Background: an optimization exercise with open tools, aiming at small area. Do not read the settings as production practice.
In this exercise RTL edits were held to simulation tests only and were not proved equivalent to the original.
Power is estimated from default activity; no workload was simulated.

### flow/design.v
module UART_tx (
  input logic clk,
  input logic rst_n,          
  input logic trmt,           
  input logic [7:0] tx_data,  
  output logic tx_done,       
  output logic TX             
);
	logic [11:0] baud_cnt;
	logic [3:0] bit_cnt;
	logic trans, shift, init;
	wire [11:0] baud_inc;
	wire [3:0] bit_inc;
	rca #(12) iBI(.a(baud_cnt), .b(12'h000), .ci(trans && bit_cnt != 4'd10), .s(baud_inc), .co());
	rca #(4) iCI(.a(bit_cnt), .b(4'h0), .ci(shift), .s(bit_inc), .co());
	assign init = ~trans & trmt;
	assign shift = (baud_cnt == 12'hA2C);
	always_ff @(posedge clk, negedge rst_n)
		if (!rst_n)
			trans <= 1'b0;
		else if (init)
			trans <= 1'b1;
		else if (bit_cnt == 4'd10)
			trans <= 1'b0;
	always_ff @(posedge clk) begin
		if (init || shift)
			baud_cnt <= 12'h000;
		else
			baud_cnt <= baud_inc;
	end
	always_ff @(posedge clk) begin
		if (init)
			bit_cnt <= 4'h0;
		else
			bit_cnt <= bit_inc;
	end
	always_comb begin
		TX = 1'b1;
		if (trans)
			case (bit_cnt)
				4'd0: TX = 1'b0;
				4'd1: TX = tx_data[0];
				4'd2: TX = tx_data[1];
				4'd3: TX = tx_data[2];
				4'd4: TX = tx_data[3];
				4'd5: TX = tx_data[4];
				4'd6: TX = tx_data[5];
				4'd7: TX = tx_data[6];
				4'd8: TX = tx_data[7];
				default: TX = 1'b1;
			endcase
	end
	assign tx_done = 1'b0;
endmodule
module UART_rcv (
  input logic clk,
  input logic rst_n,    
  input logic RX,       
  input logic clr_rdy,  
  output logic rdy,     
  output logic [7:0] rx_data  
);
	logic init, receiving, shift, set_rdy;
	logic [8:0] rx_shift_reg;
	logic [11:0] baud_cnt;
	logic [3:0] bit_cnt;
	logic RX_q1, RX_q2;
	logic rec;
	wire [11:0] baud_dec;
	wire [3:0] bit_inc;
	rca #(12) iBD(.a(baud_cnt), .b({12{receiving}}), .ci(1'b0), .s(baud_dec), .co());
	rca #(4) iCI(.a(bit_cnt), .b(4'h0), .ci(shift), .s(bit_inc), .co());
	assign init = ~rec & ~RX_q2;
	assign set_rdy = rec & (bit_cnt == 4'd10);
	assign receiving = rec & (bit_cnt != 4'd10);
	always_ff @(posedge clk, negedge rst_n)
		if (!rst_n)
			rec <= 1'b0;
		else if (init)
			rec <= 1'b1;
		else if (set_rdy)
			rec <= 1'b0;
	always_ff @(posedge clk, negedge rst_n) begin
		if (!rst_n) begin
			RX_q1 <= 1'b1;
			RX_q2 <= 1'b1;
		end else begin
			RX_q1 <= RX;
			RX_q2 <= RX_q1;
		end
	end
	always_ff @(posedge clk)
		if (shift)
			rx_shift_reg <= {RX_q2, rx_shift_reg[8:1]};
	assign rx_data = rx_shift_reg[7:0];
	always_ff @(posedge clk) begin
		if (init)
			baud_cnt <= 12'h516;
		else if (shift)
			baud_cnt <= 12'hA2C;
		else
			baud_cnt <= baud_dec;
	end
	assign shift = ~|baud_cnt;
	always_ff @(posedge clk) begin
		if (init)
			bit_cnt <= 4'h0;
		else
			bit_cnt <= bit_inc;
	end
	always_ff @(posedge clk, negedge rst_n)
		if (!rst_n)
			rdy <= 1'b0;
		else if (set_rdy)
			rdy <= 1'b1;
		else if (init | clr_rdy)
			rdy <= 1'b0;
endmodule
module UART(
  input wire clk,rst_n,
  input wire RX,trmt,
  input wire clr_rx_rdy,
  input wire [7:0] tx_data,
  output wire TX,rx_rdy,tx_done,
  output wire [7:0] rx_data
);
  UART_tx iTX(.clk(clk), .rst_n(rst_n), .TX(TX), .trmt(trmt),
          .tx_data(tx_data), .tx_done(tx_done));
  UART_rcv iRX(.clk(clk), .rst_n(rst_n), .RX(RX), .rdy(rx_rdy),
              .clr_rdy(clr_rx_rdy), .rx_data(rx_data));
endmodule
`default_nettype none
module UART_comm (
  input wire logic clk, rst_n,   
  input wire logic RX,           
  input wire logic send_resp,    
  input wire logic [7:0] resp,   
  input wire logic clr_cmd_rdy,  
  output wire logic TX,         
  output wire logic resp_sent,  
  output reg cmd_rdy,           
  output reg [2:0] op,          
  output wire [15:0] data       
);
  wire [7:0] rx_data;
  wire rx_rdy;
  reg [7:0] data_hi;
  reg [1:0] state;
  UART iUART(.clk(clk), .rst_n(rst_n), .RX(RX), .TX(TX), .tx_data(resp), .trmt(send_resp),
            .tx_done(resp_sent), .rx_data(rx_data), .rx_rdy(rx_rdy), .clr_rx_rdy(rx_rdy));
  wire capture_high = rx_rdy & ~state[0] & ~state[1];
  wire capture_mid  = rx_rdy & state[0];
  wire set_cmd_rdy  = rx_rdy & state[1];
  always_ff @(posedge clk)
    if (capture_high)
      case (rx_data)
        8'h02: op <= 3'd1;
        8'h03: op <= 3'd2;
        8'h04: op <= 3'd3;
        8'h05: op <= 3'd4;
        8'h06: op <= 3'd5;
        8'h07: op <= 3'd6;
        default: op <= 3'd0;
      endcase
  always_ff @(posedge clk)
    if (capture_mid)
      data_hi <= rx_data;
  assign data = {data_hi, rx_data};
  always_ff @(posedge clk, negedge rst_n) begin
    if (!rst_n)
      cmd_rdy <= 1'b0;
    else if (clr_cmd_rdy | capture_high)
      cmd_rdy <= 1'b0;
    else if (set_cmd_rdy)
      cmd_rdy <= 1'b1;
  end
  always_ff @(posedge clk, negedge rst_n) begin
    if (!rst_n)
      state <= 2'd0;
    else if (rx_rdy)
      state <= {state[0], ~state[0] & ~state[1]};
  end
endmodule
module cmd_cfg
#(parameter FAST_SIM = 1)
(
  input wire clk, rst_n,
  input wire cmd_rdy,
  input wire [2:0] op,
  input wire [15:0] data,
  input wire cal_done,
  input wire init,         
  output wire clr_cmd_rdy,
  output wire [7:0] resp,
  output wire send_resp,
  output reg [15:0] nd_ptch, nd_roll, nd_yaw,    
  output reg [8:0] thrst,
  output wire strt_cal,
  output wire inertial_cal,
  output reg motors_off
);
  localparam INTERP = 2'd0, WAIT_MTR_RAMP = 2'd1, WAIT_CAL_DONE = 2'd2, RESP = 2'd3;
  reg [1:0] state;
  reg [8:0] tmr;
  wire [8:0] tmr_inc;
  rca #(9) iTI(.a(tmr), .b(9'h000), .ci(1'b1), .s(tmr_inc), .co());
  wire go = (state == INTERP) & cmd_rdy;
  wire emer = go & (op == 3'd6);
  wire cal = go & (op == 3'd5);
  wire tmr_full = &tmr;
  assign clr_cmd_rdy = go;
  assign resp = 8'hA5;
  assign send_resp = (state == RESP);
  assign strt_cal = (state == WAIT_MTR_RAMP) & tmr_full;
  assign inertial_cal = (state == WAIT_MTR_RAMP) | ((state == WAIT_CAL_DONE) & ~cal_done) | cal;
  always_ff @(posedge clk)
    if (init | emer)
      nd_ptch <= 16'hFFFF;
    else if (go & (op == 3'd1))
      nd_ptch <= ~data;
  always_ff @(posedge clk)
    if (init | emer)
      nd_roll <= 16'hFFFF;
    else if (go & (op == 3'd2))
      nd_roll <= ~data;
  always_ff @(posedge clk)
    if (init | emer)
      nd_yaw <= 16'hFFFF;
    else if (go & (op == 3'd3))
      nd_yaw <= ~data;
  always_ff @(posedge clk)
    if (init | emer)
      thrst <= 9'h000;
    else if (go & (op == 3'd4))
      thrst <= data[8:0];
  always_ff @(posedge clk)
    if (cal)
      tmr <= 9'h000;
    else
      tmr <= tmr_inc;
  always_ff @(posedge clk, negedge rst_n)
    if (!rst_n)
      motors_off <= 1'b1;
    else if (go & (op == 3'd0))
      motors_off <= 1'b1;
    else if (inertial_cal)
      motors_off <= 1'b0;
  always_ff @(posedge clk, negedge rst_n)
    if (!rst_n)
      state <= INTERP;
    else case (state)
      INTERP: if (cmd_rdy) state <= (op == 3'd5) ? WAIT_MTR_RAMP : RESP;
      WAIT_MTR_RAMP: if (tmr_full) state <= WAIT_CAL_DONE;
      WAIT_CAL_DONE: if (cal_done) state <= RESP;
      default: state <= INTERP;
    endcase
endmodule
module ESC_interface_pipeline (
  input wire clk,
  input wire rst_n,
  input wire pre_wrt,       
  input wire wrt_ff,        
  input wire [12:0] kq,
  input wire en,            
  input wire m_const,       
  input wire [10:0] SPEED,
  output reg PWM
);
  reg [10:0] spd;
  reg z2, zero;    
  always_ff @(posedge clk)
    if (pre_wrt)
      spd <= SPEED;
  always_ff @(posedge clk) begin
    z2 <= m_const | (en & (kq == {2'b00, spd}));
    zero <= z2;
  end
  always_ff @(posedge clk, negedge rst_n) begin
    if (!rst_n)
      PWM <= 1'b0;
    else if (zero)
      PWM <= 1'b0;
    else if (wrt_ff)
      PWM <= 1'b1;
  end
endmodule
module ESCs (
  input wire clk, rst_n,
  input wire [10:0] frnt_spd,
  input wire [10:0] bck_spd,
  input wire [10:0] lft_spd,
  input wire [10:0] rght_spd,
  input wire motors_off,
  input wire inertial_cal,
  input wire pre_wrt,
  input wire wrt,
  output wire frnt,
  output wire bck,
  output wire lft,
  output wire rght,
  output wire kmatch
);
  reg wrt_ff;
  reg [12:0] kq;
  reg [1:0] kr;
  reg mo, ic, nl;
  always_ff @(posedge clk, negedge rst_n)
    if (!rst_n)
      wrt_ff <= 1'b0;
    else
      wrt_ff <= wrt;
  always_ff @(posedge clk)
    if (wrt) begin
      mo <= motors_off;
      ic <= inertial_cal;
    end
  always_ff @(posedge clk, negedge rst_n)
    if (!rst_n)
      nl <= 1'b1;
    else if (wrt)
      nl <= 1'b0;
  wire [12:0] kq_inc;
  rca #(13) iKI(.a(kq), .b(13'h0000), .ci(kr == 2'd2), .s(kq_inc), .co());
  wire kr0 = (kr == 2'd0);
  assign kmatch = (kr == 2'd1) && (kq == 13'd3378);
  always_ff @(posedge clk, negedge rst_n)
    if (!rst_n) begin
      kq <= 13'd3378;
      kr <= 2'd2;
    end else if (wrt_ff) begin
      kq <= 13'd3378;
      kr <= 2'd2;
    end else begin
      kq <= (kr0 && kq == 13'd5461) ? 13'd0 : kq_inc;
      kr <= (kr == 2'd2 || (kr0 && kq == 13'd5461)) ? 2'd0 : kr + 2'd1;
    end
  wire m_const = kr0 & ~wrt & ~wrt_ff & (nl ? (kq == 13'd3378) : mo ? (kq == 13'd0) : ic & (kq == 13'h290));
  ESC_interface_pipeline frntESC(.clk(clk), .rst_n(rst_n), .pre_wrt(pre_wrt), .wrt_ff(wrt_ff), .kq(kq),
              .en(kr0 & ~wrt & ~wrt_ff & ~nl & ~mo & ~ic), .m_const(m_const), .SPEED(frnt_spd), .PWM(frnt));
  ESC_interface_pipeline bckESC(.clk(clk), .rst_n(rst_n), .pre_wrt(pre_wrt), .wrt_ff(wrt_ff), .kq(kq),
              .en(kr0 & ~wrt & ~wrt_ff & ~nl & ~mo & ~ic), .m_const(m_const), .SPEED(bck_spd), .PWM(bck));
  ESC_interface_pipeline lftESC(.clk(clk), .rst_n(rst_n), .pre_wrt(wrt), .wrt_ff(wrt_ff), .kq(kq),
              .en(kr0 & ~wrt & ~wrt_ff & ~nl & ~mo & ~ic), .m_const(m_const), .SPEED(lft_spd), .PWM(lft));
  ESC_interface_pipeline rghtESC(.clk(clk), .rst_n(rst_n), .pre_wrt(wrt), .wrt_ff(wrt_ff), .kq(kq),
              .en(kr0 & ~wrt & ~wrt_ff & ~nl & ~mo & ~ic), .m_const(m_const), .SPEED(rght_spd), .PWM(rght));
endmodule
module PD_math_pipeline (
  input wire clk,
  input wire init,            
  input wire hold,            
  input wire hold_d,          
  input wire wr,              
  input wire [15:0] ndesired,   
  input wire [15:0] actual,
  output reg [9:0] err_sat_ff,
  output reg [6:0] D_diff_sat_ff
);
  wire [16:0] err;
  rca #(17) iE(.a({actual[15],actual}), .b({ndesired[15],ndesired}), .ci(1'b1), .s(err), .co());
  wire [9:0] err_sat = (err[16]) ?
            ((&err[15:9] == 0) ? 10'h200 : err[9:0]) :
            ((|err[15:9]) ? 10'h1ff : err[9:0]);
  reg [109:0] ring;
  reg [9:0] nprev11;
  always_ff @(posedge clk)
    if (!hold)
      err_sat_ff <= err_sat;
  always_ff @(posedge clk)
    ring <= {init ? 10'h3FF : wr ? ~err_sat_ff : ring[9:0], ring[109:10]};
  always_ff @(posedge clk)
    if (init)
      nprev11 <= 10'h3FF;
    else if (wr)
      nprev11 <= ring[9:0];
  wire [9:0] D_diff;
  rca #(10) iD(.a(err_sat_ff), .b(nprev11), .ci(1'b1), .s(D_diff), .co());
  wire [6:0] D_diff_sat = (D_diff[9]) ?
              ((&D_diff[8:6] == 0) ? 7'h40 : D_diff[6:0]) :
              ((|D_diff[8:6]) ? 7'h3f : D_diff[6:0]);
  always_ff @(posedge clk)
    if (!hold_d)
      D_diff_sat_ff <= D_diff_sat;
endmodule
`default_nettype none
module flght_cntrl_pipeline(
  input wire clk,
  input wire rst_n,
  input wire init,
  input wire vld,
  input wire pre_vld,
  input wire inertial_cal,
  input wire [15:0] nd_ptch, nd_roll, nd_yaw,        
  input wire signed [15:0] ptch, roll, yaw,
  input wire [8:0] thrst,
  output wire [10:0] frnt_spd,
  output wire [10:0] bck_spd,
  output wire [10:0] lft_spd,
  output wire [10:0] rght_spd
);
  localparam MIN_RUN_SPEED = 13'h2C0;
  reg [3:0] rot, oldest;
  reg pend;
  wire wr = pend & (rot == oldest);
  wire [3:0] rot_inc, oldest_inc;
  rca #(4) iRI(.a(rot), .b(4'h0), .ci(1'b1), .s(rot_inc), .co());
  rca #(4) iOI(.a(oldest), .b(4'h0), .ci(wr), .s(oldest_inc), .co());
  always_ff @(posedge clk)
    rot <= (rot[3] & rot[1]) ? 4'd0 : rot_inc;
  always_ff @(posedge clk)
    if (init)
      oldest <= 4'd0;
    else
      oldest <= (wr & oldest[3] & oldest[1]) ? 4'd0 : oldest_inc;
  always_ff @(posedge clk)
    if (init)
      pend <= 1'b0;
    else if (vld)
      pend <= 1'b1;
    else if (wr)
      pend <= 1'b0;
  wire [9:0] e_p, e_r, e_y;
  wire [6:0] d_p, d_r, d_y;
  wire hold = pend | pre_vld;
  PD_math_pipeline iPTCH(.clk(clk),.init(init),.hold(hold),.hold_d(pre_vld),.wr(wr),.ndesired(nd_ptch),.actual(ptch),.err_sat_ff(e_p),.D_diff_sat_ff(d_p));
  PD_math_pipeline iROLL(.clk(clk),.init(init),.hold(hold),.hold_d(pre_vld),.wr(wr),.ndesired(nd_roll),.actual(roll),.err_sat_ff(e_r),.D_diff_sat_ff(d_r));
  PD_math_pipeline iYAW(.clk(clk),.init(init),.hold(hold),.hold_d(pre_vld),.wr(wr),.ndesired(nd_yaw),.actual(yaw),.err_sat_ff(e_y),.D_diff_sat_ff(d_y));
  reg [8:0] thrst_h;
  always_ff @(posedge clk)
    if (pre_vld)
      thrst_h <= thrst;
  wire sel_r = ~pre_vld;
  wire [9:0] e_s = sel_r ? e_r : e_p;
  wire [6:0] d_s = sel_r ? d_r : d_p;
  wire [8:0] th = sel_r ? thrst_h : thrst;
  wire [9:0] pt_s, pt_y;
  wire [11:0] dt_s, dt_y;
  wire [11:0] d12_s = {{5{d_s[6]}}, d_s};
  wire [11:0] d12_y = {{5{d_y[6]}}, d_y};
  rca #(10) iPS(.a({e_s[9], e_s[9:1]}), .b({{3{e_s[9]}}, e_s[9:3]}), .ci(1'b0), .s(pt_s), .co());
  rca #(10) iPY(.a({e_y[9], e_y[9:1]}), .b({{3{e_y[9]}}, e_y[9:3]}), .ci(1'b0), .s(pt_y), .co());
  rca #(12) iDS(.a({d12_s[8:0], 3'b000}), .b(~d12_s), .ci(1'b1), .s(dt_s), .co());
  rca #(12) iDY(.a({d12_y[8:0], 3'b000}), .b(~d12_y), .ci(1'b1), .s(dt_y), .co());
  wire [12:0] ts, ty, base, bxy, s1, s2;
  rca #(13) iTS(.a({{3{pt_s[9]}},pt_s}), .b({dt_s[11],dt_s}), .ci(1'b0), .s(ts), .co());
  rca #(13) iTY(.a({{3{pt_y[9]}},pt_y}), .b({dt_y[11],dt_y}), .ci(1'b0), .s(ty), .co());
  rca #(13) iBA(.a(MIN_RUN_SPEED), .b({4'b0000,th}), .ci(1'b0), .s(base), .co());
  rca #(13) iBX(.a(base), .b(ty ^ {13{~sel_r}}), .ci(~sel_r), .s(bxy), .co());
  rca #(13) iS1(.a(bxy), .b(~ts), .ci(1'b1), .s(s1), .co());
  rca #(13) iS2(.a(bxy), .b(ts), .ci(1'b0), .s(s2), .co());
  assign frnt_spd = (|s1[12:11]) ? 11'h7ff : s1[10:0];
  assign bck_spd = (|s2[12:11]) ? 11'h7ff : s2[10:0];
  assign lft_spd = frnt_spd;
  assign rght_spd = bck_spd;
endmodule
`default_nettype none
module SPI_mnrch (
  input wire logic clk,     
  input wire logic rst_n,   
  output      logic SS_n,  
  output      logic SCLK,  
  output      logic MOSI,  
  input  wire logic MISO,  
  input  wire logic wrt,  
  input  wire logic [15:0] wt_data,  
  output      reg done,  
  output      logic set_done,  
  output      logic [15:0] rd_data  
);
  logic [4:0] bit_cntr;
  logic init, ld_SCLK, shft, done16;
  logic [3:0] SCLK_div;
  logic [15:0] shft_reg;
  typedef enum reg[1:0] {IDLE, TRANS, TEARDOWN} state_t;
  state_t state, nxt_state;
  wire [4:0] bit_inc;
  wire [3:0] div_inc;
  rca #(5) iBI(.a(bit_cntr), .b(5'h00), .ci(shft), .s(bit_inc), .co());
  rca #(4) iDI(.a(SCLK_div), .b(4'h0), .ci(1'b1), .s(div_inc), .co());
  always_ff @(posedge clk) begin
    if (init) begin
      bit_cntr <= 5'b00000;
    end else begin
      bit_cntr <= bit_inc;
    end
  end
  assign done16 = (bit_cntr[4]) ? 1'b1 : 1'b0;
  always_ff @(posedge clk, negedge rst_n) begin
    if (!rst_n) begin
      SCLK_div <= 4'b1011;
    end else if (ld_SCLK) begin
      SCLK_div <= 4'b1011;
    end else begin
      SCLK_div <= div_inc;
    end
  end
  assign SCLK = SCLK_div[3];
  assign shft = (SCLK_div == 4'h9) ? 1'b1 : 1'b0;
  always_ff @(posedge clk) begin
    if (init) begin
      shft_reg <= wt_data;
    end else if (shft) begin
      shft_reg <= {shft_reg[14:0], MISO};
    end
  end
  assign MOSI = shft_reg[15];
  assign rd_data = shft_reg;
  always_ff @(posedge clk, negedge rst_n) begin
    if (!rst_n)
      state <= IDLE;
    else
      state <= nxt_state;
  end
  always_comb begin
    init = 1'b0;
    set_done = 1'b0;
    SS_n = 1'b0;
    ld_SCLK = 1'b0;
    nxt_state = state;
    case(state)
      TRANS: if (done16) begin
          nxt_state = TEARDOWN;
        end else begin
          nxt_state = TRANS;
        end
      TEARDOWN: if (&SCLK_div[3:1]) begin
          nxt_state = IDLE;
          SS_n = 1'b1;
          set_done = 1'b1;
        end else begin
          nxt_state = TEARDOWN;
        end
      default: begin
        SS_n = 1'b1;
        ld_SCLK = 1'b1;
        if (wrt) begin
          init = 1'b1;
          nxt_state = TRANS;
        end else begin
          nxt_state = IDLE;
        end
        end
    endcase
  end
  always_ff @(posedge clk, negedge rst_n) begin
    if (!rst_n) begin
      done <= 1'b0;
    end else if (init) begin
      done <= 1'b0;
    end else if (set_done) begin
      done <= 1'b1;
    end
  end
endmodule
module inertial_integrator(clk,rst_n,init,strt_cal,cal_done,vld,ptch_rt,roll_rt,yaw_rt,
                           acc_byte,axl,axh,ayl,ptch,roll,yaw);
parameter FAST_SIM = 1;
input wire clk, rst_n;
input wire init;                  
input wire strt_cal;
input wire vld;                   
input wire [15:0] ptch_rt, roll_rt, yaw_rt;
input wire [7:0] acc_byte;        
input wire axl, axh, ayl;         
output wire cal_done;
output wire signed [15:0] ptch, roll, yaw;
  localparam IDLE = 2'd0, CALIBRATING = 2'd1, RUNNING = 2'd2;
  reg [1:0] state;
  reg [3:0] smpl_cntr;
  reg v1, v2, v3, c2, c3;
  reg gp, gr;
  reg [11:0] ptch_h, roll_h;        
  reg [19:0] ax_acc, ay_acc;
  reg [3:0] avg_cntr;
  reg [4:0] mcnt;
  wire [26:0] ptch_int, roll_int, yaw_int;
  wire calibrating = (state == CALIBRATING);
  wire running = state[1];
  assign cal_done = calibrating & (smpl_cntr == 4'd8);
  wire clr = (strt_cal & (state == IDLE)) | cal_done;
  always_ff @(posedge clk, negedge rst_n)
    if (!rst_n)
      state <= IDLE;
    else if (strt_cal & ~calibrating)
      state <= CALIBRATING;
    else if (cal_done)
      state <= RUNNING;
  wire [3:0] smpl_inc;
  rca #(4) iSI(.a(smpl_cntr), .b(4'h0), .ci(calibrating & vld), .s(smpl_inc), .co());
  always_ff @(posedge clk)
    if (strt_cal & ~calibrating)
      smpl_cntr <= 4'd0;
    else
      smpl_cntr <= smpl_inc;
  wire [14:0] dp, dr;
  rca #(15) iCP(.a({ptch_int[26],ptch_int[26:13]}), .b({{3{ptch_h[11]}},ptch_h}), .ci(1'b0), .s(dp), .co());
  rca #(15) iCR(.a({roll_int[26],roll_int[26:13]}), .b({{3{roll_h[11]}},roll_h}), .ci(1'b0), .s(dr), .co());
  always_ff @(posedge clk) begin
    v1 <= vld;
    v2 <= v1;
    c2 <= v1 & running;
    gp <= dp[14];
    gr <= dr[14];
    v3 <= v2 & ~clr;
    c3 <= c2;
  end
  integ_axis #(1) iP(.clk(clk), .init(init), .clr(clr), .v1(v1), .v2(v2), .v3(v3),
                     .fus_en(c2), .gt(gp), .comp_en(c3), .rt(ptch_rt), .cal_done(cal_done), .int_q(ptch_int));
  integ_axis #(1) iR(.clk(clk), .init(init), .clr(clr), .v1(v1), .v2(v2), .v3(v3),
                     .fus_en(c2), .gt(gr), .comp_en(c3), .rt(roll_rt), .cal_done(cal_done), .int_q(roll_int));
  integ_axis #(0) iY(.clk(clk), .init(init), .clr(clr), .v1(v1), .v2(v2), .v3(v3),
                     .fus_en(1'b0), .gt(1'b0), .comp_en(c3), .rt(yaw_rt), .cal_done(cal_done), .int_q(yaw_int));
  wire c15 = &avg_cntr;
  wire cap = (avg_cntr == 4'd0);
  wire [3:0] avg_inc;
  rca #(4) iAI(.a(avg_cntr), .b(4'h0), .ci(vld), .s(avg_inc), .co());
  always_ff @(posedge clk)
    if (init)
      avg_cntr <= 4'd0;
    else
      avg_cntr <= avg_inc;
  wire add_x = (axl | axh) & ~c15;
  wire add_y = (ayl | vld) & ~c15;
  wire lo_byte = axl | ayl;
  wire [19:0] acc_add = {{4{acc_byte[7] & ~lo_byte}}, lo_byte ? 8'h00 : acc_byte, lo_byte ? acc_byte : 8'h00};
  wire [19:0] ax_sum, ay_sum;
  rca #(20) iAX(.a(ax_acc), .b(add_x ? acc_add : 20'd0), .ci(1'b0), .s(ax_sum), .co());
  rca #(20) iAY(.a(ay_acc), .b(add_y ? acc_add : 20'd0), .ci(1'b0), .s(ay_sum), .co());
  wire mbusy = (mcnt != 5'd0);
  wire mlast = (mcnt == 5'd16);
  wire [4:0] mcnt_inc;
  rca #(5) iMI(.a(mcnt), .b(5'h00), .ci(mbusy), .s(mcnt_inc), .co());
  always_ff @(posedge clk)
    if (init | mlast)
      mcnt <= 5'd0;
    else if (v2 & cap)
      mcnt <= 5'd1;
    else
      mcnt <= mcnt_inc;
  always_ff @(posedge clk)
    if (init | mlast)
      ax_acc <= 20'd0;
    else if (mbusy)
      ax_acc <= {1'b0, ax_acc[19:5], 4'h0};
    else
      ax_acc <= ax_sum;
  always_ff @(posedge clk)
    if (init | mlast)
      ay_acc <= 20'd0;
    else if (mbusy)
      ay_acc <= {1'b0, ay_acc[19:5], 4'h0};
    else
      ay_acc <= ay_sum;
  wire mshift = mbusy & ~mcnt[4] & ~(mcnt[3] & mcnt[2] & mcnt[1]);    
  wire mfirst = (mcnt == 5'd1);
  wire [11:0] mp = (mcnt == 5'd15) ? 12'hD72 : (mcnt == 5'd16) ? 12'h51C : 12'hEB9;
  wire [11:0] mr = (mcnt == 5'd15) ? 12'h28E : (mcnt == 5'd16) ? 12'hAE4 : 12'h147;
  wire [11:0] hp_in = mfirst ? 12'd0 : ptch_h;
  wire [11:0] hr_in = mfirst ? 12'd0 : roll_h;
  wire [11:0] hp_sum, hr_sum;
  rca #(12) iGP(.a(hp_in), .b(ay_acc[4] ? mp : 12'd0), .ci(mshift), .s(hp_sum), .co());
  rca #(12) iGR(.a(hr_in), .b(ax_acc[4] ? mr : 12'd0), .ci(mshift), .s(hr_sum), .co());
  always_ff @(posedge clk)
    if (init) begin
      ptch_h <= 12'd0;
      roll_h <= 12'd0;
    end else if (mbusy) begin
      ptch_h <= mshift ? {hp_sum[11], hp_sum[11:1]} : hp_sum;
      roll_h <= mshift ? {hr_sum[11], hr_sum[11:1]} : hr_sum;
    end
  assign ptch = {{2{ptch_int[26]}},ptch_int[26:13]};
  assign roll = {{2{roll_int[26]}},roll_int[26:13]};
  assign yaw = {{2{yaw_int[26]}},yaw_int[26:13]};
endmodule
module integ_axis #(parameter FUSION = 1) (
  input wire clk,
  input wire init,
  input wire clr,
  input wire v1, v2, v3,
  input wire fus_en,         
  input wire gt,             
  input wire comp_en,        
  input wire [15:0] rt,
  input wire cal_done,
  output reg [26:0] int_q
);
  reg [15:0] off;
  reg cy, hs;
  wire [15:0] off_m = comp_en ? ~off : 16'hFFFF;
  wire [15:0] comp;
  rca #(16) iC(.a(rt), .b(off_m), .ci(1'b1), .s(comp), .co());
  wire [15:0] fus = (v2 & fus_en) ? (gt ? 16'h0800 : 16'hF800) : 16'h0000;
  wire [15:0] op = fus | (v3 ? comp : 16'h0000);
  wire [15:0] lo;
  wire [10:0] hi;
  wire lo_c;
  rca #(16) iL(.a(int_q[15:0]), .b(op), .ci(1'b0), .s(lo), .co(lo_c));
  rca #(11) iH(.a(int_q[26:16]), .b({11{hs}}), .ci(cy), .s(hi), .co());
  wire clear = init | (clr & ~(FUSION & v1));
  always_ff @(posedge clk)
    if (clear)
      int_q <= 27'd0;
    else
      int_q <= {hi, lo};
  always_ff @(posedge clk) begin
    cy <= lo_c & ~clear;
    hs <= op[15] & ~clear;
  end
  always_ff @(posedge clk)
    if (cal_done)
      off <= int_q[18:3];
endmodule
module inert_intf
#(parameter FAST_SIM = 1)
(
  input wire clk, rst_n,
  input wire MISO,
  input wire INT,
  input wire strt_cal,
  input wire kmatch,      
  output wire signed [15:0] ptch,roll,yaw,
  output wire cal_done,
  output wire vld,
  output wire pre_vld,                      
  output wire init,                         
  output wire SS_n,SCLK,MOSI
);
  logic INT_1, INT_2;
  logic done, set_done;
  logic [1:0] nmatch;
  reg [15:0] ptch_reg, roll_reg, yaw_reg;
  logic wrt;
  logic [15:0] cmd, inert_data;
  localparam [3:0] INIT1 = 4'd0, INIT2 = 4'd1, INIT3 = 4'd2, INIT4 = 4'd3, WAIT_DATA = 4'd4,
                   PTCH_L = 4'd5, PTCH_H = 4'd6, ROLL_L = 4'd7, ROLL_H = 4'd8, YAW_L = 4'd9,
                   YAW_H = 4'd10, AX_L = 4'd11, AX_H = 4'd12, AY_L = 4'd13, AY_H = 4'd14;
  reg [3:0] state;
  SPI_mnrch iSPI(.clk(clk),.rst_n(rst_n),.SS_n(SS_n),.SCLK(SCLK),.MISO(MISO),.MOSI(MOSI),
                 .wrt(wrt),.done(done),.set_done(set_done),.rd_data(inert_data),.wt_data(cmd));
  inertial_integrator #(FAST_SIM) iINT(.clk(clk), .rst_n(rst_n), .init(init), .strt_cal(strt_cal),
                       .cal_done(cal_done), .vld(vld), .ptch_rt(ptch_reg), .roll_rt(roll_reg),
                       .yaw_rt(yaw_reg), .acc_byte(inert_data[7:0]),
                       .axl(state == AX_L && done), .axh(state == AX_H && done),
                       .ayl(state == AY_L && done),
                       .ptch(ptch), .roll(roll), .yaw(yaw));
  assign init = (state == INIT1);
  assign vld = (state == AY_H) && done;
  assign pre_vld = (state == AY_H) && set_done;
  always_ff @(posedge clk, negedge rst_n) begin
    if (!rst_n) begin
      INT_1 <= 1'b0;
      INT_2 <= 1'b0;
    end else begin
      INT_1 <= INT;
      INT_2 <= INT_1;
    end
  end
  wire wait_done = kmatch & (&nmatch);
  always_ff @(posedge clk, negedge rst_n)
    if (!rst_n)
      nmatch <= 2'd0;
    else if (kmatch)
      nmatch <= nmatch + 2'd1;
  wire [3:0] state_inc;
  rca #(4) iSI(.a(state), .b(4'h0), .ci(1'b1), .s(state_inc), .co());
  always_ff @(posedge clk) begin
    if (done) begin
      if (state == PTCH_L) ptch_reg[7:0] <= inert_data[7:0];
      if (state == PTCH_H) ptch_reg[15:8] <= inert_data[7:0];
      if (state == ROLL_L) roll_reg[7:0] <= inert_data[7:0];
      if (state == ROLL_H) roll_reg[15:8] <= inert_data[7:0];
      if (state == YAW_L) yaw_reg[7:0] <= inert_data[7:0];
      if (state == YAW_H) yaw_reg[15:8] <= inert_data[7:0];
    end
  end
  always_comb begin
    case (state)
      INIT1: cmd = 16'h0D02;
      INIT2: cmd = 16'h1062;
      INIT3: cmd = 16'h1162;
      INIT4: cmd = 16'h1460;
      WAIT_DATA: cmd = 16'hA200;
      PTCH_L: cmd = 16'hA300;
      PTCH_H: cmd = 16'hA400;
      ROLL_L: cmd = 16'hA500;
      ROLL_H: cmd = 16'hA600;
      YAW_L: cmd = 16'hA700;
      YAW_H: cmd = 16'hA800;
      AX_L: cmd = 16'hA900;
      AX_H: cmd = 16'hAA00;
      AY_L: cmd = 16'hAB00;
      default: cmd = 16'h0000;
    endcase
  end
  assign wrt = (state == INIT1) ? wait_done :
               (state == WAIT_DATA) ? INT_2 :
               (state == AY_H) ? 1'b0 : done;
  always_ff @(posedge clk, negedge rst_n)
    if (!rst_n)
      state <= INIT1;
    else case (state)
      INIT1: if (wait_done) state <= INIT2;
      WAIT_DATA: if (INT_2) state <= PTCH_L;
      AY_H: if (done) state <= WAIT_DATA;
      default: if (done) state <= state_inc;
    endcase
endmodule
module reset_synch (
  input logic RST_n,  
  input logic clk,    
  output reg rst_n    
);
	logic q1;
	always_ff @(negedge clk, negedge RST_n) begin
		if (!RST_n) begin
			q1 <= 1'b0;
			rst_n <= 1'b0;
		end else begin
			q1 <= 1'b1;
			rst_n <= q1;
		end
	end
endmodule
`default_nettype none
module QuadCopter(
  input wire clk,    
  input wire RST_n,  
  input wire RX,     
  input wire MISO,   
  input wire INT,    
  output wire SS_n,  
  output wire SCLK,  
  output wire MOSI,  
  output wire TX,    
  output wire FRNT,  
  output wire BCK,   
  output wire LFT,   
  output wire RGHT   
);
  wire cmd_rdy;
  wire [2:0] op;
  wire [15:0] data;
  wire clr_cmd_rdy;
  wire [7:0] resp;
  wire send_resp;
  wire vld, pre_vld;
  wire init;
  wire kmatch;
  wire signed [15:0] ptch, roll, yaw;
  wire [15:0] nd_ptch, nd_roll, nd_yaw;
  wire [8:0] thrst;
  wire rst_n;
  wire strt_cal;
  wire inertial_cal;
  wire motors_off;
  wire cal_done;
  wire [10:0] frnt_spd, bck_spd, lft_spd, rght_spd;
  localparam FAST_SIM = 1;
  UART_comm iCOMM(
    .clk(clk), .rst_n(rst_n),
    .RX(RX), .TX(TX),
    .resp(resp), .send_resp(send_resp), .resp_sent(),
    .cmd_rdy(cmd_rdy), .op(op), .data(data), .clr_cmd_rdy(clr_cmd_rdy)
  );
  cmd_cfg #(FAST_SIM) iCMD(
    .clk(clk), .rst_n(rst_n),
    .cmd_rdy(cmd_rdy), .op(op), .data(data), .clr_cmd_rdy(clr_cmd_rdy),
    .resp(resp), .send_resp(send_resp),
    .nd_ptch(nd_ptch), .nd_roll(nd_roll), .nd_yaw(nd_yaw), .thrst(thrst),
    .strt_cal(strt_cal), .inertial_cal(inertial_cal), .motors_off(motors_off),
    .cal_done(cal_done), .init(init)
  );
  inert_intf #(FAST_SIM) iNEMO(
    .clk(clk), .rst_n(rst_n),
    .ptch(ptch), .roll(roll), .yaw(yaw),
    .strt_cal(strt_cal), .kmatch(kmatch), .cal_done(cal_done), .vld(vld), .pre_vld(pre_vld), .init(init),
    .SS_n(SS_n), .SCLK(SCLK), .MOSI(MOSI), .MISO(MISO), .INT(INT)
  );
  flght_cntrl_pipeline ifly(
    .clk(clk), .rst_n(rst_n), .init(init),
    .vld(vld), .pre_vld(pre_vld),
    .nd_ptch(nd_ptch), .nd_roll(nd_roll), .nd_yaw(nd_yaw),
    .ptch(ptch), .roll(roll), .yaw(yaw),
    .thrst(thrst), .inertial_cal(inertial_cal),
    .frnt_spd(frnt_spd), .bck_spd(bck_spd), .lft_spd(lft_spd), .rght_spd(rght_spd)
  );
  ESCs iESC (
    .clk(clk), .rst_n(rst_n),
    .frnt_spd(frnt_spd), .bck_spd(bck_spd), .lft_spd(lft_spd), .rght_spd(rght_spd),
    .pre_wrt(pre_vld), .wrt(vld), .motors_off(motors_off), .inertial_cal(inertial_cal),
    .frnt(FRNT), .bck(BCK), .lft(LFT), .rght(RGHT), .kmatch(kmatch)
  );
  reset_synch iRST (.clk(clk), .RST_n(RST_n), .rst_n(rst_n));
endmodule
module rca #(parameter N = 8) (
  input wire [N-1:0] a,
  input wire [N-1:0] b,
  input wire ci,
  output wire [N-1:0] s,
  output wire co
);
  wire [N:0] c;
  assign c[0] = ci;
  genvar i;
  generate for (i = 0; i < N; i = i + 1) begin : bit_
    assign s[i] = a[i] ^ b[i] ^ c[i];
    assign c[i+1] = (a[i] & b[i]) | (c[i] & (a[i] ^ b[i]));
  end endgenerate
  assign co = c[N];
endmodule
### flow/run.sh
#!/bin/bash
# synth_recipe.tcl (not shown) runs the flow's synth.tcl, then flattens the netlist and writes it again
# the make line also repeats each setting of config.mk as NAME=value (left out here)
make -C /OpenROAD-flow-scripts/flow DESIGN_CONFIG=/design/flow/config.mk WORK_HOME=/design/flow/orfs CLKGATE_MAP_FILE= SYNTH_SCRIPT=/design/flow/synth_recipe.tcl finish
### flow/config.mk
export PLATFORM = sky130hd
export DESIGN_NAME = QuadCopter
export DESIGN_NICKNAME = QuadCopter
export VERILOG_FILES = /design/flow/design.v
export SDC_FILE = /design/flow/constraint.sdc
export NUM_CORES = 4
export LEC_CHECK = 0
export CAP_MARGIN = 20
export CORE_MARGIN = 2
export CORE_UTILIZATION = 85
export CTS_BUF_LIST = sky130_fd_sc_hd__clkbuf_16
export CTS_CLUSTER_DIAMETER = 80
export CTS_CLUSTER_SIZE = 30
export PLACE_DENSITY = 0.92
export SLEW_MARGIN = 20
### flow/constraint.sdc
create_clock -name core_clock -period 10.0 [get_ports {clk}]
set_input_delay 2.0000 -clock core_clock [delete_from_list [all_inputs] [get_ports {clk}]]
set_output_delay 2.0000 -clock core_clock [all_outputs]
set_load 0.01 [all_outputs]
==> results of run 1 <==
-- area by class of cell --
| class | instances | area [um^2] | share of cell area, % |
|---|---|---|---|
| Clock buffer | 42 | 1050 | 2.56 |
| Clock inverter | 27 | 198 | 0.481 |
| Inverter | 345 | 1300 | 3.16 |
| Multi-Input combinational cell | 1749 | 16100 | 39.2 |
| Sequential cell | 940 | 21400 | 52.1 |
| Tap cell | 600 | 751 | 1.83 |
| Timing Repair Buffer | 34 | 289 | 0.704 |
-- through the flow --
stage	setup WS, ps	util, %	power (W)
2_1_floorplan	677	-	0.00409
3_3_place_gp	986	87.5	0.00410
3_5_place_dp	545	87.5	0.00412
4_1_cts	526	90.3	0.00605
5_1_grt	154	90.3	0.00619
6_report	307	90.3	0.00607
-- per-layer routing --
| metal | up-vias | routed length [um] | GRT usage (%) |
|---|---|---|---|
| met3 | 653 | 10500 | 11.4 |
| met5 | - | 12 | 0 |
| met1 | 12300 | 32700 | 51.5 |
| met4 | 2 | 8060 | 29.1 |
| li1 | 10200 | - | - |
| met2 | 1991 | 49800 | 72.9 |
-- critical path: cells and delay by family, from the launching register on --
family / cells / cell delay (ps)
adders and majority gates: 14 / 5570
buffers and inverters: 3 / 750
muxes: 1 / 560
and+or+nand+nor: 3 / 1390
DFF: 1 / 430
xor gates and xnor gates: 1 / 690
-- layout by cell type, fill, tap and decap left out, types with 5 or more instances in the layout --
| cell type | instances |
|---|---|
| fa_1 | 334 |
| o211ai_1 | 93 |
| and4_1 | 5 |
| nand4_1 | 15 |
| and2_1 | 136 |
| xor2_1 | 67 |
| buf_4 | 21 |
| nand2_1 | 230 |
| o221ai_1 | 5 |
| ha_1 | 135 |
| nor3b_1 | 5 |
| nand3_1 | 79 |
| nand2b_1 | 18 |
| or3b_1 | 11 |
| mux2_4 | 6 |
| edfxtp_1 | 229 |
| nor4_1 | 17 |
| a31oi_1 | 11 |
| clkdlybuf4s50_1 | 12 |
| o21ai_0 | 89 |
| dfrtp_1 | 35 |
| nor3_1 | 15 |
| and3_1 | 19 |
| mux2_1 | 8 |
| xnor2_1 | 33 |
| dfstp_2 | 14 |
| a2111oi_0 | 5 |
| dfxtp_1 | 660 |
| a21oi_1 | 103 |
| nor2_1 | 131 |
| a21o_1 | 20 |
| nand3b_1 | 5 |
| mux2_2 | 11 |
| clkbuf_16 | 42 |
| nor4b_1 | 5 |
| inv_1 | 355 |
| o21ai_1 | 6 |
| mux2i_1 | 32 |
| nor2b_1 | 23 |
-- where the power goes --
group,internal [W],switching (W)
logic,0.0000540,0.0000582
clock network,0.000802,0.00123
registers,0.00390,0.0000226
-- how the worst min path moves through the flow --
stage                          end  slack, ps  depth (start not counted)
6_report                iRST.rst_n        320                          0
3_5_place_dp   ifly.iPTCH.ring[84]        310                          0
3_3_place_gp            iRST.rst_n        300                          0
2_1_floorplan           iRST.rst_n        290                          0
4_1_cts        ifly.iPTCH.ring[52]        320                          0
5_1_grt                 iRST.rst_n        320                          0
-- kinds of logic (layout without fill, tap and decap cells) --
logic type / after synthesis / count (layout) / share of synthesized area, %
buffers and inverters: 465 / 448 / 4.52
AND/OR/NAND/NOR: 750 / 750 / 9.69
XOR/XNOR: 103 / 103 / 2.42
AO/OA/AOI/OAI: 369 / 369 / 5.90
flip-flops: 940 / 940 / 54.5
adder cells (fa/ha/maj): 469 / 469 / 21.4
other: 1 / 1 / 0.00956
multiplexers: 57 / 57 / 1.59
==> results.txt, run 1 <==
DIE AREA 0.0479 mm^2; placement row count 78; post-DR wirelength/cell 27.1 um; path category of the worst min-delay check reg2reg; end of the critical path iESC.rghtESC.spd[0]; Synth area leaders dfxtp_1 (34%), edfxtp_1 (18%), fa_1 (17%); Post-Synthesis Mean Instance Area 12.4 um^2; largest net degree at the start of global routing 95; area share of the largest cell type after synthesis 33.7%; critical path required time 10350 ps; Critical Path Source Type register; number of optimization iterations in the first detailed-route pass 6; number of buffers created by CTS 40; aggregate negative setup slack 0 ps; run status timing/DRC/antenna clean; relative area change from synthesis to final layout 4.75%; starting density of the core 86.2%; CP Data Arrival Time 10050 ps; setup bufs post-CTS 0; RSZ-0062 raised after global routing no; first-pass GRT wire length 156 mm; floorplan core area 0.0455 mm^2; post-synthesis register bit count 940; crit path from iNEMO.state[0]; routed vias/inst 6.74; count of placed standard cells in the final layout, fillers left out 3737; CTS tree yes; vias after detailed routing 25200; Hold Fails Final Rpt 0; critical path class reg2reg; Die Wd 219 um; registers with the most flip-flops ifly.iPTCH.ring: 110 flops, ifly.iROLL.ring: 110 flops, ifly.iYAW.ring: 110 flops; count of boundary I/O pins 13; HPWL after DPL 63.2 mm; cells on worst reg2reg path 22; placed cell count 3668; final design area excluding fillers 0.0411 mm^2; Routed WL 101 mm; Resized cells post-CTS 0; Netlist cell types 73; hold path startpoint iRST.q1; post-synthesis instance area 0.0392 mm^2; remaining antenna violation count 0; number of buffers added on ports 12; async set-reset flop share out of synthesis 5.43%; cell area after placement 0.0398 mm^2; Worst-Margin Slew 1200 ps; worst hold slack 318 ps; CTS H-tree depth 2; maximum buffer depth of the clock tree 3; antenna cells 0; endpoint type of the worst setup path register; RR Endpoint iESC.rghtESC.spd[0]; portion of the clock cycle consumed by the worst path in the final layout 96.9%; buffer cell driving the clock tree root clkbuf_16; most repeated cell in the gate-level netlist after synthesis dfxtp_1; final critical delay including setup and external delays 9690 ps; GRT Total Usage 44.1%; critical path's slowest cell xor3_1; clk latency of the worst-skew pair 660 ps; clock slew at reported path FFs 110 ps; worst stage delay on the critical path 690 ps; Die H 219 um; Peak Freq 0.103 GHz; leftover overflow at the end of global routing 0; max-capacitance violation count 0; chain of cells forming the critical path inv_1 > ha_1 > nand3_1 > nor2_4 > buf_4 > mux2i_1 > inv_1 > ha_1 > fa_1 > fa_1 > fa_1 > fa_1 > fa_1 > fa_1 > fa_1 > fa_1 > fa_1 > fa_1 > fa_1 > fa_1 > xor3_1 > or3b_1; count of endpoints failing setup in the final report 0; iteration-0 DRC count of the detailed router 3731; peak supply drop 0.218 mV; # fillers 1562; gp weighted congestion 0.927; max-slew violation count 0; cells after synthesis 3154; standby leakage power 17.5 nW; Power Dens Cells 148 mW/mm^2; Yosys warnings 14; reg-to-reg setup timing slack 310 ps; Commonest cells post-synth dfxtp_1 (660), inv_1 (342), fa_1 (334); worst max-slew margin expressed relative to the limit 19.8%; cts-stage hold buffer count 0; proportion of layout cells with a drive suffix above 1 4.11%; final net count 3584; number of design rule violations left after detail routing 0; synthesized net count 3628; EDFF count, synth 229; Critical R2R Launch iNEMO.state[0]; Main synth FF type dfxtp_1; via count of the first global-routing pass 27200; cell type with the highest aggregate area in the netlist dfxtp_1; Fin Clk Skew 52.9 ps; Clock Sinks 940; sequential fraction of the synthesis area 54.5%; number of antenna violations at the first check in global routing 1; cell with the most instances on the worst path fa_1; Crit Path Max Fanout 20
==> run 2: changes to the inputs <==
--- a/flow/config.mk
+++ b/flow/config.mk
@@ -6,10 +6,11 @@
 export NUM_CORES = 4
 export LEC_CHECK = 0
+export ABC_AREA = 1
 export CAP_MARGIN = 20
 export CORE_MARGIN = 2
 export CORE_UTILIZATION = 85
-export CTS_BUF_LIST = sky130_fd_sc_hd__clkbuf_16
-export CTS_CLUSTER_DIAMETER = 80
-export CTS_CLUSTER_SIZE = 30
+export CTS_BUF_LIST = sky130_fd_sc_hd__clkbuf_8
+export CTS_CLUSTER_DIAMETER = 60
+export CTS_CLUSTER_SIZE = 16
 export PLACE_DENSITY = 0.92
 export SLEW_MARGIN = 20
==> run 2 against run 1 <==
Compared with the run above:
- still clean
- sequential cell count is the same
- wire length shrank 4.3%
- global-route usage is 2.7 points lower
- clock power shrank 4%
- critical path type unchanged
- critical endpoint is now iESC.bckESC.spd[9]
==> results.txt, run 2 <==
run status timing/DRC/antenna clean; Commonest cells post-synth dfxtp_1 (660), inv_1 (589), nand2_1 (432); most common cell after layout, fill and taps aside dfxtp_1; leftover overflow at the end of global routing 0 (unchanged); Netlist cell types 60 (-18%); worst max-slew margin expressed relative to the limit 22.3% (+2.5 points); number of buffers created by CTS 70 (+75%); commonest cells after routing, fill and taps aside dfxtp_1 (660), inv_1 (625), nand2_1 (432), fa_1 (334), nor2_1 (309); iteration-0 DRC count of the detailed router 3625 (-2.8%); relative area change from synthesis to final layout 5.02%; Die Wd 219 um (-0.13%); peak supply drop 0.185 mV (-15%); routed vias/inst 6.27 (-7.1%); post-DR wirelength/cell 23.2 um (-14%); CTS tree yes; count of boundary I/O pins 13 (unchanged); RSZ-0062 raised after global routing no; post-layout total power 0.00622 W (+2.4%); Fin Clk Skew 85.8 ps (+32.9 ps); cell with the most instances on the worst path fa_1; Power Internal 0.00476 W (about the same); area share of the largest cell type after synthesis 33.8% (+0.094 points); Critical R2R Launch iNEMO.iSPI.state[0]; part of the power in combinational logic 4.5% (+2.7 points); vias after detailed routing 26100 (+3.7%); hold path startpoint iRST.q1; registers with the most flip-flops ifly.iPTCH.ring: 110 flops, ifly.iROLL.ring: 110 flops, ifly.iYAW.ring: 110 flops; floorplan core area 0.0454 mm^2 (-0.21%); gp weighted congestion 0.915 (-1.3%); CP Data Arrival Time 9870 ps (-180 ps); DIE AREA 0.0477 mm^2 (-0.27%); proportion of layout cells with a drive suffix above 1 4.99% (+0.88 points); cell type with the highest aggregate area in the netlist dfxtp_1; sequential fraction of the synthesis area 54.7% (+0.15 points); final critical delay including setup and external delays 9490 ps (-207 ps); Worst-Margin Slew 1150 ps (-52.1 ps); path category of the worst min-delay check reg2reg; Main synth FF type dfxtp_1; number of design rule violations left after detail routing 0 (unchanged); placement row count 78 (unchanged); most repeated cell in the gate-level netlist after synthesis dfxtp_1; synthesized net count 3975 (+9.6%); post-synthesis instance area 0.0391 mm^2 (-0.28%); Routed WL 96.8 mm (-4.3%); max-slew violation count 0 (unchanged); Clock power frac 31.3% (-2.2 points); critical path required time 10380 ps (+30 ps); clk latency of the worst-skew pair 710 ps (+50 ps); clock slew at reported path FFs 100 ps (about the same); aggregate negative setup slack 0 ps (unchanged); sequential fraction of design power 64.2% (-0.4 points); GRT Total Usage 41.4% (-2.7 points); CTS H-tree depth 3 (+1); HPWL after DPL 62.1 mm (-1.8%); Post-Synthesis Mean Instance Area 11.2 um^2 (-10%); Die H 219 um (-0.13%); Psw 0.00146 W (+11%); post-synthesis register bit count 940 (unchanged); fin worst setup slack 514 ps (+207 ps); Clock Sinks 940 (unchanged); via count of the first global-routing pass 28000 (+2.9%); worst stage delay on the critical path 690 ps (about the same); Peak Freq 0.105 GHz (+2.2%); maximum buffer depth of the clock tree 3 (unchanged); buffer cell driving the clock tree root clkbuf_8; number of optimization iterations in the first detailed-route pass 9 (+3); Power Dens Cells 151 mW/mm^2 (+2.4%); standby leakage power 17.9 nW (+2.1%); remaining antenna violation count 0 (unchanged); Yosys warnings 14 (unchanged); largest net degree at the start of global routing 75 (-21%); Hold Fails Final Rpt 0 (unchanged); final net count 3993 (+11%); Crit Path Max Fanout 53 (+170%); crit path from iNEMO.iSPI.state[0]; pre-CTS setup slack 386 ps (-159 ps); critical path class reg2reg; chain of cells forming the critical path inv_1 > ha_1 > nand4_1 > nor2_4 > buf_4 > or2_2 > o21ai_0 > ha_1 > fa_1 > fa_1 > fa_1 > fa_1 > fa_1 > fa_1 > fa_1 > fa_1 > fa_1 > fa_1 > fa_1 > fa_1 > xnor2_1 > nor2_1 > nand2_1; cells after synthesis 3501 (+11%); cts-stage hold buffer count 0 (unchanged); Synth area leaders dfxtp_1 (34%), edfxtp_1 (18%), fa_1 (17%); number of buffers added on ports 12 (unchanged); critical path's slowest cell buf_4; async set-reset flop share out of synthesis 5.43% (unchanged); max-capacitance violation count 0 (unchanged); net switching share of the total power 23.4% (+1.8 points); number of antenna violations at the first check in global routing 6 (+5); count of endpoints failing setup in the final report 0 (unchanged); endpoint type of the worst setup path register; first-pass GRT wire length 149 mm (-4.7%); EDFF count, synth 229 (unchanged); number of buffers and inverters on the critical path 2 (-1); category of cells accounting for the largest share of critical-path delay adder cells; Critical Path Source Type register; portion of the clock cycle consumed by the worst path in the final layout 94.9% (-2.1 points); starting density of the core 86.2% (about the same)
-- run 2: cell types whose count changed in the layout (fill, tap and decap cells not counted), sizes merged, moves of 23 or more --
cell	delta
a21oi	+79
and2	-136
clkbuf	+32
inv	+275
mux2	-24
mux2i	-30
nand2	+207
nand3	-30
nor2	+183
nor2b	-23
nor3	+31
o211ai	-88
o21ai	+82
xor2	-24
-- run 2: layout make-up --
type	count	area, um^2
clock inverter	47	219
multi-input combinational	1866	15100
timing repair buffer	36	308
inverter	605	2280
clock buffer	74	1020
fill	1661	4310
antenna	2	5.00
tap	600	751
sequential	940	21400
-- run 2: worst reg2reg max path: stages, from the launching register on --
cell and delay [ps]:
dfrtp_1 430, inv_1 70, ha_1 200, nand4_1 260
nor2_4 330, buf_4 690, or2_2 260, o21ai_0 220
ha_1 440, fa_1 450, fa_1 540, fa_1 480
fa_1 410, fa_1 420, fa_1 400, fa_1 400
fa_1 390, fa_1 390, fa_1 400, fa_1 390
fa_1 400, xnor2_1 170, nor2_1 690, nand2_1 310
-- run 2: cell families (layout without fill, tap and decap cells) --
group	count (synthesis)	in the layout	synth area share, %
DFF	940	940	54.7
and+or+nand+nor	894	894	9.43
buffers and inverters	695	762	6.77
adders and majority gates	469	469	21.4
AOI/OAI and AO/OA	426	426	5.99
xor gates and xnor gates	73	73	1.63
muxes	3	3	0.0800
other	1	3	0.00959
-- run 2: power by group through the flow --
| stage | registers, W | clock network (W) | logic (W) |
|---|---|---|---|
| 5_1_grt | 0.00401 | 0.00207 | 0.000323 |
| 3_5_place_dp | 0.00408 | 0 | 0.000265 |
| 4_1_cts | 0.00400 | 0.00193 | 0.000275 |
| 6_report | 0.00400 | 0.00195 | 0.000277 |
| 2_1_floorplan | 0.00407 | 0 | 0.000192 |
| 3_3_place_gp | 0.00407 | 0 | 0.000233 |
-- run 2: layer usage --
layer  GRT usage [%]  routed length [um]  up-vias
met5               0                  12        -
met2            68.3               46900     1991
met4            24.0                7130        2
li1                -                   -    11000
met3            10.6               10500      644
met1            49.9               32200    12500
-- run 2: through the flow --
step           std cells  utilization (%)  cell area [um^2]  hold slack [ps]
2_1_floorplan       3501                -             39100              292
5_1_grt             4169             90.5             41100              319
6_report            4170             90.5             41100              307
3_3_place_gp        4046             87.7             39800              304
3_5_place_dp        4046             87.7             39800              303
4_1_cts             4167             90.5             41100              312
-- run 2: worst paths after layout --
path                                 endpoint  slack [ps]  cells after the start
hold / removal                     iRST.rst_n         310                      0
hold reg to reg                    iRST.rst_n         310                      0
setup reg to reg           iESC.bckESC.spd[9]         510                     23
min in group asynchronous     iNEMO.nmatch[1]        5400                      1
setup / recovery           iESC.bckESC.spd[9]         510                     23
max in group asynchronous             iRST.q1        3440                      1
-- run 2: timing repair --
| action | in CTS | in global routing |
|---|---|---|
| setup endpoints to repair | 0 | 2 |
| setup buffers | 0 | 0 |
| gates resized for setup | 0 | 2 |
==> run 3: changes to the inputs <==
--- a/flow/config.mk
+++ b/flow/config.mk
@@ -6,5 +6,4 @@
 export NUM_CORES = 4
 export LEC_CHECK = 0
-export ABC_AREA = 1
 export CAP_MARGIN = 20
 export CORE_MARGIN = 2
==> run 3 against run 2 <==
Compared with the run above:
- still clean
- via count is 4.6% lower
- clock-buffer cell count is 1 lower
- hold slack better by 14 ps
- synthesized area is 0.28% higher
- final area hardly changed
- die area is 0.27% higher
- critical path depth is 8 higher
- critical endpoint is now iNEMO.iINT.ax_acc[19]
- largest cell class unchanged
- highest routed layer unchanged
==> results.txt, run 3 <==
RR Endpoint iNEMO.iINT.ax_acc[19]; sequential fraction of design power 65.5% (+1.3 points); clk latency of the worst-skew pair 720 ps (about the same); peak supply drop 0.157 mV (-15%); number of buffers created by CTS 70 (unchanged); fraction of the mapped netlist area in adder cells 21.4% (-0.059 points); portion of the clock cycle consumed by the worst path in the final layout 94.5% (-0.32 points); leftover overflow at the end of global routing 0 (unchanged); post-synthesis register bit count 940 (unchanged); async set-reset flop share out of synthesis 5.43% (unchanged); Power Dens Cells 146 mW/mm^2 (-3.7%); proportion of layout cells with a drive suffix above 1 4.93% (-0.063 points); post-DR wirelength/cell 25.9 um (+11%); Die H 219 um (+0.14%); standby leakage power 17.6 nW (-1.5%); Netlist cell types 73 (+22%); Fin Clk Skew 90.6 ps (+4.87 ps); remaining antenna violation count 0 (unchanged); placement row count 78 (unchanged); critical path's slowest cell fa_1; cells on worst reg2reg path 31 (+35%); CTS tree yes; number of optimization iterations in the first detailed-route pass 8 (-1); Clock power frac 32.6% (+1.3 points); vias after detailed routing 24900 (-4.6%); Main synth FF type dfxtp_1; Post-Synthesis Mean Instance Area 12.4 um^2 (+11%); Clock Sinks 940 (unchanged); worst-case hold path end point iRST.rst_n; sequential fraction of the synthesis area 54.5% (-0.15 points); RSZ-0062 raised after global routing no; buffer cell driving the clock tree root clkbuf_8; routed vias/inst 6.58 (+5.0%); Power Internal 0.00466 W (-2.2%); Resized cells post-CTS 0 (unchanged); Critical R2R Launch iNEMO.state[1]; via count of the first global-routing pass 27300 (-2.2%); max-slew violation count 0 (unchanged); Synth Area in XOR/XNOR 2.42% (+0.78 points); Die Wd 219 um (+0.14%); Psw 0.00133 W (-8.7%); critical path required time 10590 ps (+210 ps); largest family of logic cells by synthesized area adder cells; Yosys warnings 14 (unchanged); area share of the largest cell type after synthesis 33.7% (-0.094 points); Routed WL 97.9 mm (+1.2%); area fraction in and, or, nand and nor cells after synthesis 9.69% (+0.26 points); number of antenna violations at the first check in global routing 1 (-5); number of buffers added on ports 12 (unchanged); worst max-slew margin expressed relative to the limit 24.4% (+2.1 points); hold path startpoint iRST.q1; max-capacitance violation count 0 (unchanged); Crit Path Max Fanout 8 (-85%); commonest cells after routing, fill and taps aside dfxtp_1 (660), inv_1 (376), fa_1 (334), nand2_1 (230), edfxtp_1 (229); cts-stage hold buffer count 0 (unchanged); Worst-Margin Slew 1130 ps (-16.1 ps); Critical Path Source Type register; post-synthesis instance area 0.0392 mm^2 (+0.28%); clock slew at reported path FFs 90 ps (about the same); largest net degree at the start of global routing 95 (+27%); gp weighted congestion 0.927 (+1.3%); proportion of synthesized area in mux cells 1.59% (+1.5 points); Commonest cells post-synth dfxtp_1 (660), inv_1 (342), fa_1 (334); GRT Total Usage 43.0% (+1.5 points); registers with the most flip-flops ifly.iPTCH.ring: 110 flops, ifly.iROLL.ring: 110 flops, ifly.iYAW.ring: 110 flops; starting density of the core 86.2% (about the same); cell with the most instances on the worst path fa_1; most repeated cell in the gate-level netlist after synthesis dfxtp_1; number of design rule violations left after detail routing 0 (unchanged); part of the power in combinational logic 1.9% (-2.6 points); most common cell after layout, fill and taps aside dfxtp_1; HPWL after DPL 63.2 mm (+1.8%); maximum buffer depth of the clock tree 3 (unchanged); path category of the worst min-delay check reg2reg; relative area change from synthesis to final layout 4.75%; aggregate negative setup slack 0 ps (unchanged); net switching share of the total power 22.2% (-1.2 points); reg-to-reg setup timing slack 550 ps (+30 ps); CTS H-tree depth 3 (unchanged); Peak Freq 0.106 GHz (+0.33%); Hold Fails Final Rpt 0 (unchanged); endpoint type of the worst setup path register; DIE AREA 0.0479 mm^2 (+0.27%); compound-cell area share of the yosys netlist 5.90% (-0.090 points); synthesized net count 3628 (-8.7%); cell depth of the worst min-delay path 0 (unchanged); count of endpoints failing setup in the final report 0 (unchanged); Synth area leaders dfxtp_1 (34%), edfxtp_1 (18%), fa_1 (17%); final critical delay including setup and external delays 9450 ps (-31.6 ps); iteration-0 DRC count of the detailed router 3118 (-14%); run status timing/DRC/antenna clean; # fillers 1639 (-1.3%); final net count 3614 (-9.5%); EDFF count, synth 229 (unchanged); CP Data Arrival Time 10040 ps (+170 ps); Post-Route Utilization 90.3% (-0.17 points); floorplan core area 0.0455 mm^2 (+0.22%); setup bufs post-CTS 0 (unchanged); critical path class reg2reg; first-pass GRT wire length 152 mm (+2.5%); count of boundary I/O pins 13 (unchanged); worst stage delay on the critical path 460 ps (-230 ps); cell type with the highest aggregate area in the netlist dfxtp_1; cells after synthesis 3154 (-9.9%)
-- run 3: cell count changes in the layout (fill, tap and decap cells not counted), sizes merged, moves of 79 or more --
cell    delta
inv      -255
and2     +136
a21oi     -79
nand2    -207
nor2     -183
o21ai     -82
o211ai    +88
-- run 3: power groups by stage --
stage | sequential, W | clock [W] | combinational, W
after floorplan | 0.00401 | 0 | 0.0000788
after global placement | 0.00401 | 0 | 0.0000961
after detailed placement | 0.00401 | 0 | 0.000112
after CTS | 0.00392 | 0.00194 | 0.000115
after global routing | 0.00393 | 0.00207 | 0.000129
final | 0.00392 | 0.00195 | 0.000113
-- run 3: cells by family (layout without fill, tap and decap cells) --
logic type,after synthesis,count (layout)
buffers and inverters,465,498
xor gates and xnor gates,103,103
adders and majority gates,469,469
muxes,57,57
other,1,2
DFF,940,940
and+or+nand+nor,750,750
AOI/OAI and AO/OA,369,369
-- run 3: worst max-delay path: cells and delay by family (launching register included) --
kind / cells / cell delay [ps]
and+or+nand+nor: 3 / 380
AOI/OAI and AO/OA: 1 / 160
buffers and inverters: 5 / 430
adders and majority gates: 20 / 7550
DFF: 1 / 450
xor gates and xnor gates: 2 / 340
-- run 3: worst max-delay path by stage --
stage	start	end	slack, ps	cells after the start
after floorplan	iNEMO.state[0]	iESC.bckESC.spd[2]	680	24
after global placement	iNEMO.state[1]	iNEMO.iINT.ax_acc[19]	990	31
final	iNEMO.state[1]	iNEMO.iINT.ax_acc[19]	550	31
after CTS	iNEMO.state[1]	iNEMO.iINT.ax_acc[19]	520	31
after detailed placement	iNEMO.state[1]	iNEMO.iINT.ax_acc[19]	540	31
after global routing	iNEMO.state[1]	iNEMO.iINT.ax_acc[19]	150	31
-- run 3: layout make-up --
class                      instances  area [um^2]  share of cell area (%)
clock inverter                    46          246                   0.600
clock buffer                      73         1000                    2.45
inverter                         345         1300                    3.16
timing repair buffer              34          289                   0.704
sequential                       940        21400                    52.0
tap                              600          751                    1.83
multi-input combinational       1749        16100                    39.2
antenna                            1         2.50                 0.00609
-- run 3: routing by layer --
metal | track usage [%] | routed length [um] | up-vias
met4 | 28.4 | 7650 | 2
met1 | 49.7 | 31900 | 12200
li1 | - | - | 10300
met2 | 71.5 | 48300 | 1837
met3 | 10.9 | 10100 | 635
met5 | 0 | 7 | -
-- run 3: per-stage QoR --
| step | instance area (um^2) | setup slack [ps] | hold slack (ps) | cells | power [W] |
|---|---|---|---|---|---|
| after floorplan | 39200 | 677 | 292 | 3154 | 0.00409 |
| after global placement | 39800 | 986 | 296 | 3667 | 0.00410 |
| after detailed placement | 39800 | 545 | 312 | 3668 | 0.00412 |
| after CTS | 41100 | 524 | 320 | 3787 | 0.00598 |
| after global routing | 41100 | 154 | 312 | 3787 | 0.00613 |
| final | 41100 | 546 | 322 | 3788 | 0.00599 |
==> run 4: changes to the inputs <==
--- a/flow/design.v
+++ b/flow/design.v
@@ -406,5 +406,5 @@
   rca #(4) iOI(.a(oldest), .b(4'h0), .ci(wr), .s(oldest_inc), .co());
   always_ff @(posedge clk)
-    rot <= (rot[3] & rot[1]) ? 4'd0 : rot_inc;
+    rot <= (init | (rot[3] & rot[1])) ? 4'd0 : rot_inc;
   always_ff @(posedge clk)
     if (init)
--- a/flow/config.mk
+++ b/flow/config.mk
@@ -8,8 +8,8 @@
 export CAP_MARGIN = 20
 export CORE_MARGIN = 2
-export CORE_UTILIZATION = 85
+export CORE_UTILIZATION = 70
 export CTS_BUF_LIST = sky130_fd_sc_hd__clkbuf_8
 export CTS_CLUSTER_DIAMETER = 60
 export CTS_CLUSTER_SIZE = 16
-export PLACE_DENSITY = 0.92
+export PLACE_DENSITY = 0.8
 export SLEW_MARGIN = 20
==> run 4 against run 3 <==
Compared with the run above:
- still clean on timing, DRC and antenna
- synthesized cell count about the same
- sequential cell count unchanged
- clock skew decreased by 8.9 ps
- final cell count increased by 4.0%
- register-to-register slack improved by 210 ps
- fmax increased by 2.2%
- die area increased by 21%
- worst setup slack improved by 210 ps
- clock power about the same
- total power decreased by 0.34%
- combinational power decreased by 11%
- largest power group unchanged
- highest routed layer unchanged
==> results.txt, run 4 <==
run status timing/DRC/antenna clean; leftover overflow at the end of global routing 0 (unchanged); synthesized net count 3630 (+0.055%); HPWL after DPL 53.9 mm (-15%); Critical R2R Launch iNEMO.state[1]; count of endpoints failing setup in the final report 0 (unchanged); number of design rule violations left after detail routing 0 (unchanged); number of antenna violations at the first check in global routing 1 (unchanged); Routed WL 74.5 mm (-24%); iteration-0 DRC count of the detailed router 1559 (-50%); net switching share of the total power 21.3% (-0.89 points); critical path class reg2reg; Fin Clk Skew 81.7 ps (-8.94 ps); proportion of layout cells with a drive suffix above 1 5.23% (+0.31 points); post-synthesis instance area 0.0392 mm^2 (about the same); first-pass GRT wire length 122 mm (-20%); crit path from iNEMO.state[1]; cells after synthesis 3156 (+0.063%); GRT Total Usage 27.3% (-16 points); floorplan core area 0.0552 mm^2 (+21%); DIE AREA 0.0579 mm^2 (+21%); starting density of the core 71.1% (-15 points); EDFF count, synth 229 (unchanged); worst stage delay on the critical path 450 ps (about the same); vias after detailed routing 22300 (-10%); count of boundary I/O pins 13 (unchanged); standby leakage power 17.6 nW (+0.11%); remaining antenna violation count 0 (unchanged); final net count 3621 (+0.19%); path category of the worst min-delay check reg2reg; CTS H-tree depth 3 (unchanged); Psw 0.00127 W (-4.3%); aggregate negative setup slack 0 ps (unchanged); Peak Freq 0.108 GHz (+2.2%); maximum buffer depth of the clock tree 3 (unchanged); endpoint type of the worst setup path register; critical path's slowest cell dfrtp_1; end of the critical path iNEMO.iINT.ax_acc[19]; Die H 241 um (+10%); RSZ-0062 raised after global routing no; number of optimization iterations in the first detailed-route pass 5 (-3); reg-to-reg setup timing slack 750 ps (+210 ps); worst max-slew margin expressed relative to the limit 29.4% (+5.1 points); sequential fraction of the synthesis area 54.5% (about the same); setup bufs post-CTS 0 (unchanged); via count of the first global-routing pass 23500 (-14%); Power Internal 0.00470 W (+0.81%); CTS tree yes; Commonest cells post-synth dfxtp_1 (660), inv_1 (341), fa_1 (334)
-- run 4: how the worst min path moves through the flow --
| stage | startpoint | end | slack (ps) |
|---|---|---|---|
| global route | iRST.q1 | iRST.rst_n | 320 |
| CTS | ifly.iPTCH.ring[19] | ifly.iPTCH.ring[9] | 300 |
| floorplan | iRST.q1 | iRST.rst_n | 290 |
| detailed placement | iRST.q1 | iRST.rst_n | 300 |
| global placement | iRST.q1 | iRST.rst_n | 300 |
| finish | iRST.q1 | iRST.rst_n | 310 |
-- run 4: area by class of cell --
class,count,area (um^2)
fillers,3475,13800
clock inverters,44,264
repair buffers,38,343
inverters,345,1290
multi-input cells,1750,16100
clock buffers,75,1030
flip-flops and latches,940,21400
well taps,748,936
-- run 4: metrics by stage --
step / area (um^2) / hold WS [ps] / setup slack, ps / cells / utilization (%)
floorplan: 39200 / 292 / 677 / 3156 / -
global placement: 40000 / 301 / 948 / 3818 / 72.5
detailed placement: 40000 / 301 / 691 / 3820 / 72.5
CTS: 41300 / 304 / 700 / 3939 / 74.9
global route: 41400 / 319 / 199 / 3940 / 74.9
finish: 41400 / 307 / 751 / 3940 / 74.9
-- run 4: logic make-up after synthesis --
logic type               Yosys count  share of synthesized area [%]
XOR/XNOR                         103                           2.41
multiplexers                      56                           1.57
AND/OR/NAND/NOR                  753                           9.73
adder cells (fa/ha/maj)          469                           21.4
buffers and inverters            466                           4.53
other                              1                        0.00956
AO/OA/AOI/OAI                    368                           5.88
flip-flops                       940                           54.5
-- run 4: routing by layer --
metal | vias to the layer above | wire length, um | GRT usage, %
met4 | 2 | 2320 | 9.19
met1 | 11200 | 30900 | 36.2
li1 | 10300 | - | -
met2 | 643 | 36600 | 45.5
met5 | - | 13 | 0
met3 | 144 | 4680 | 5.57
-- run 4: power groups by stage --
stage          sequential [W]  clock (W)  combinational [W]
6_report              0.00392    0.00194           0.000101
5_1_grt               0.00393    0.00213           0.000122
4_1_cts               0.00392    0.00200           0.000104
3_5_place_dp          0.00401          0           0.000103
3_3_place_gp          0.00401          0          0.0000939
2_1_floorplan         0.00401          0          0.0000787
-- run 4: critical path: cells and delay by family, from the launching register on --
family	cells	cell delay (ps)
AND/OR/NAND/NOR	3	360
flip-flops	1	450
buffers and inverters	5	410
XOR/XNOR	2	350
AO/OA/AOI/OAI	1	170
adder cells (fa/ha/maj)	20	7420
